From an optimization exercise on the open Yosys and OpenROAD flow, aimed at small area; shortcuts taken in it are not production practice.
The RTL was checked by simulation tests, not by an equivalence proof against the original design.
No driver is modelled on the clock port, so clock power and skew are understated where the tree is cut down; a real chip needs a root buffer or a tree.
Power and IR drop assume default switching activity.

==> run P: inputs <==
Design classifier_top, start of the top module:
module classifier_top (
  input  wire clk,
  input  wire rst_n,
  input  wire signed [3:0]  x_int4,
  input  wire signed [7:0]  w_int8,
  input  wire new_feat,
  input  wire new_class,
  input  wire [2:0] class_id,
  output reg  signed [19:0] acc20,
  output wire signed [19:0] max_score,
  output reg  [2:0] max_class
);
clock: 6.5 ns
lec_check: 0
cap_margin: 20
core_margin: 2
core_utilization: 60
gpl_timing_driven: 0
setup_slack_margin: -0.3
slew_margin: 20
synth_hierarchical: 1
synth_minimum_keep_size: 0
standard.sh (not shown) runs the stock make flow with config.mk's settings and CLKGATE_MAP_FILE= SYNTH_SCRIPT=/design/flow/synth_recipe.tcl, a recipe that flattens the netlist after the stock synthesis.
==> flow/flow/run.sh <==
#!/bin/bash
# The standard layout (standard.sh) with these changes to how the layout is made:
#  - the port buffers that buffer_ports inserts are sky130_fd_sc_hd__buf_1;
#  - clock tree synthesis inserts no dummy loads, and its tree (a root buffer and leaf
#    buffers) is then reduced to 4 leaf buffers driven by the clock port, each driving a
#    balanced group of registers from the group's centre (collapse.tcl); every register is
#    still clocked through exactly one buffer;
#  - the reset port's buffer is made sky130_fd_sc_hd__buf_4 before repair_design (rst.tcl),
#    since it drives every register's reset;
#  - after the standard synthesis (run unchanged), combinational cells that synthesis
#    upsized are set back to their smallest drive strength (downsize.tcl); the floorplan's
#    timing repair and the later repair steps upsize again wherever timing needs it.
# Each tool's output goes to its own log file here.
set -euo pipefail
export BUFFER_PORTS_ARGS="-buffer_cell sky130_fd_sc_hd__buf_1"
export CTS_ARGS="-sink_clustering_enable -repair_clock_nets -dont_use_dummy_load"
export POST_CTS_TCL=$PWD/flow/collapse.tcl CLK_KEEP=4
export PRE_RESIZE_TCL=$PWD/flow/rst.tcl RST_BUF_CELL=sky130_fd_sc_hd__buf_4
export CLK_LEAF_CELL=sky130_fd_sc_hd__clkbuf_4 CLK_ROOT_CELL=none
bash standard.sh synth > synth.log 2>&1
export RESULTS=orfs/results/sky130hd/classifier_top/base
openroad -no_init -exit flow/downsize.tcl > downsize.log 2>&1
bash standard.sh finish > standard_flow.log 2>&1
==> flow/flow/collapse.tcl <==
# Reduce the clock tree that clock_tree_synthesis built (a root buffer feeding leaf buffers)
# to $::env(CLK_KEEP) leaf buffers of $::env(CLK_LEAF_CELL) under a root of
# $::env(CLK_ROOT_CELL) (none: no root, the clock port drives the leaves): the clock sinks are split into that many balanced groups by
# position, each kept leaf drives one group and moves to its centre, and the placement is
# legalized again. Every register is still clocked through the root and one leaf buffer.
set block [ord::get_db_block]
set clk_net [$block findNet clk]
set roots {}
foreach it [$clk_net getITerms] {
  if {[$it isInputSignal]} { lappend roots [$it getInst] }
}
proc inst_xy {inst} {
  set b [$inst getBBox]
  return [list [expr {([$b xMin] + [$b xMax]) / 2}] [expr {([$b yMin] + [$b yMax]) / 2}]]
}
if {[llength $roots] != 1} {
  puts "collapse: clock port feeds [llength $roots] cells; left as is"
  return
}
set root [lindex $roots 0]
set n0 [[$root findITerm X] getNet]
set leaves {}
set sinks {}
foreach it [$n0 getITerms] {
  if {![$it isInputSignal]} { continue }
  set l [$it getInst]
  if {![string match *clkbuf* [[$l getMaster] getName]]} { continue }
  lappend leaves $l
  foreach s [[[$l findITerm X] getNet] getITerms] {
    if {[$s isInputSignal]} { lappend sinks $s }
  }
}
set K [expr {min($::env(CLK_KEEP), [llength $leaves])}]
set N [llength $sinks]
# balanced grouping: sort sinks by x (or y, whichever spread is larger), cut into K runs,
# then sort each run by the other axis is not needed for K <= 3
set xs {}; set ys {}
foreach s $sinks { lassign [inst_xy [$s getInst]] x y; lappend xs $x; lappend ys $y }
set dx [expr {[tcl::mathfunc::max {*}$xs] - [tcl::mathfunc::min {*}$xs]}]
set dy [expr {[tcl::mathfunc::max {*}$ys] - [tcl::mathfunc::min {*}$ys]}]
set axis [expr {$dx >= $dy ? 0 : 1}]
set keyed {}
foreach s $sinks { lappend keyed [list [lindex [inst_xy [$s getInst]] $axis] $s] }
set keyed [lsort -integer -index 0 $keyed]
set kept [lrange $leaves 0 [expr {$K - 1}]]
# detach every sink and drop the leaves not kept
foreach s $sinks { $s disconnect }
foreach l [lrange $leaves $K end] {
  set n1 [[$l findITerm X] getNet]
  [$l findITerm A] disconnect
  [$l findITerm X] disconnect
  odb::dbInst_destroy $l
  odb::dbNet_destroy $n1
}
for {set g 0} {$g < $K} {incr g} {
  set l [lindex $kept $g]
  set net [[$l findITerm X] getNet]
  set lo [expr {($g * $N) / $K}]
  set hi [expr {(($g + 1) * $N) / $K - 1}]
  set sx 0; set sy 0; set cnt 0
  foreach e [lrange $keyed $lo $hi] {
    set s [lindex $e 1]
    $s connect $net
    lassign [inst_xy [$s getInst]] x y
    incr sx $x; incr sy $y; incr cnt
  }
  replace_cell [$l getName] $::env(CLK_LEAF_CELL)
  set cx [expr {$sx / $cnt}]; set cy [expr {$sy / $cnt}]
  set m [$l getMaster]
  $l setLocation [expr {$cx - [$m getWidth] / 2}] [expr {$cy - [$m getHeight] / 2}]
  $l setPlacementStatus PLACED
  puts "collapse: leaf [$l getName] drives $cnt sinks"
}
if {$::env(CLK_ROOT_CELL) == "none"} {
  foreach l $kept {
    [$l findITerm A] disconnect
    [$l findITerm A] connect $clk_net
  }
  [$root findITerm A] disconnect
  [$root findITerm X] disconnect
  odb::dbInst_destroy $root
  odb::dbNet_destroy $n0
} else {
  replace_cell [$root getName] $::env(CLK_ROOT_CELL)
}
detailed_placement
puts "collapse: kept $K of [llength $leaves] leaves for $N sinks"
Other scripts of this flow, unchanged in this note and not shown: flow/flow/downsize.tcl, flow/flow/rst.tcl
==> inputs of run H, as changes to run P <==
--- a/flow/flow/run.sh
+++ b/flow/flow/run.sh
@@ -4,3 +4,3 @@
 #  - clock tree synthesis inserts no dummy loads, and its tree (a root buffer and leaf
-#    buffers) is then reduced to 4 leaf buffers driven by the clock port, each driving a
+#    buffers) is then reduced to 3 leaf buffers driven by the clock port, each driving a
 #    balanced group of registers from the group's centre (collapse.tcl); every register is
@@ -16,5 +16,5 @@
 export CTS_ARGS="-sink_clustering_enable -repair_clock_nets -dont_use_dummy_load"
-export POST_CTS_TCL=$PWD/flow/collapse.tcl CLK_KEEP=4
+export POST_CTS_TCL=$PWD/flow/collapse.tcl CLK_KEEP=3
 export PRE_RESIZE_TCL=$PWD/flow/rst.tcl RST_BUF_CELL=sky130_fd_sc_hd__buf_4
-export CLK_LEAF_CELL=sky130_fd_sc_hd__clkbuf_4 CLK_ROOT_CELL=none
+export CLK_LEAF_CELL=sky130_fd_sc_hd__clkbuf_8 CLK_ROOT_CELL=none
 bash standard.sh synth > synth.log 2>&1
--- a/flow/config.mk
+++ b/flow/config.mk
@@ -9,3 +9,3 @@
 export CORE_MARGIN = 2
-export CORE_UTILIZATION = 60
+export CORE_UTILIZATION = 40
 export GPL_TIMING_DRIVEN = 0
==> inputs of run R, as changes to run P <==
--- a/flow/config.mk
+++ b/flow/config.mk
@@ -9,3 +9,3 @@
 export CORE_MARGIN = 2
-export CORE_UTILIZATION = 60
+export CORE_UTILIZATION = 40
 export GPL_TIMING_DRIVEN = 0
==> impl_metrics.toml <==
[routing]
met2_length_um = 2470

[cts]
clk_pin_slew_ns = 0.09

[die]
die_area_um2 = 7270

[status]
status = "timing/DRC/antenna clean"

[grt]
track_usage = 0.153
That was run H.
==> impl_metrics.toml <==
[status]
status = "timing/DRC/antenna clean"

[die]
die_area_um2 = 7270

[cts]
clk_pin_slew_ns = 0.11

[grt]
track_usage = 0.152
That was run R.
==> impl_metrics.toml <==
[grt]
track_usage = 0.221

[cells_and_area]
dominant_cells = "multi-input gates"

[routing]
met2_length_um = 2230

[die]
die_area_um2 = 4950

[pwr]
pwr-share-clk = 0.067

[cts]
clk_pin_slew_ns = 0.11

[status]
status = "timing/DRC/antenna clean"
That was run P.

==> static timing again, ports no longer ideal <==
How much do the figures lean on ideal ports? The routed layouts below were timed once more, with nothing changed but the port constraints. Step 1 sets driving cells, clkbuf_16 on the clock port and buf_2 on the other inputs (assumed; they add their load-dependent delay and slew). Step 2 adds t to the input delays and takes it off the output delays; t is the mean of the earliest and latest rising clock arrival at the registers after step 1. Input paths then give back, and output paths get back, about the clock's delay inside the block. a / b / c = ideal ports / drivers / drivers and shift; a / b = the first two.
| run | t, ns | setup WS [ns] | worst hold slack (ns) | worst slew at a driven data input, ns | cell pins on the clock port's net |
|---|---|---|---|---|---|
| run P | 0.207 | 0.266 / 0.273 / 0.078 | 0.514 / 0.514 / 0.514 | 0.03 | 4 |
| run H | 0.189 | 0.241 / 0.261 / 0.073 | 0.500 / 0.500 / 0.500 | 0.03 | 3 |
| run R | 0.205 | 0.270 / 0.287 / 0.083 | 0.503 / 0.502 / 0.502 | 0.03 | 4 |
After both steps every run listed still meets setup and hold. The setup slack of run P, which loses most, moves by +0.007 ns with the drivers and by -0.188 ns with both steps.
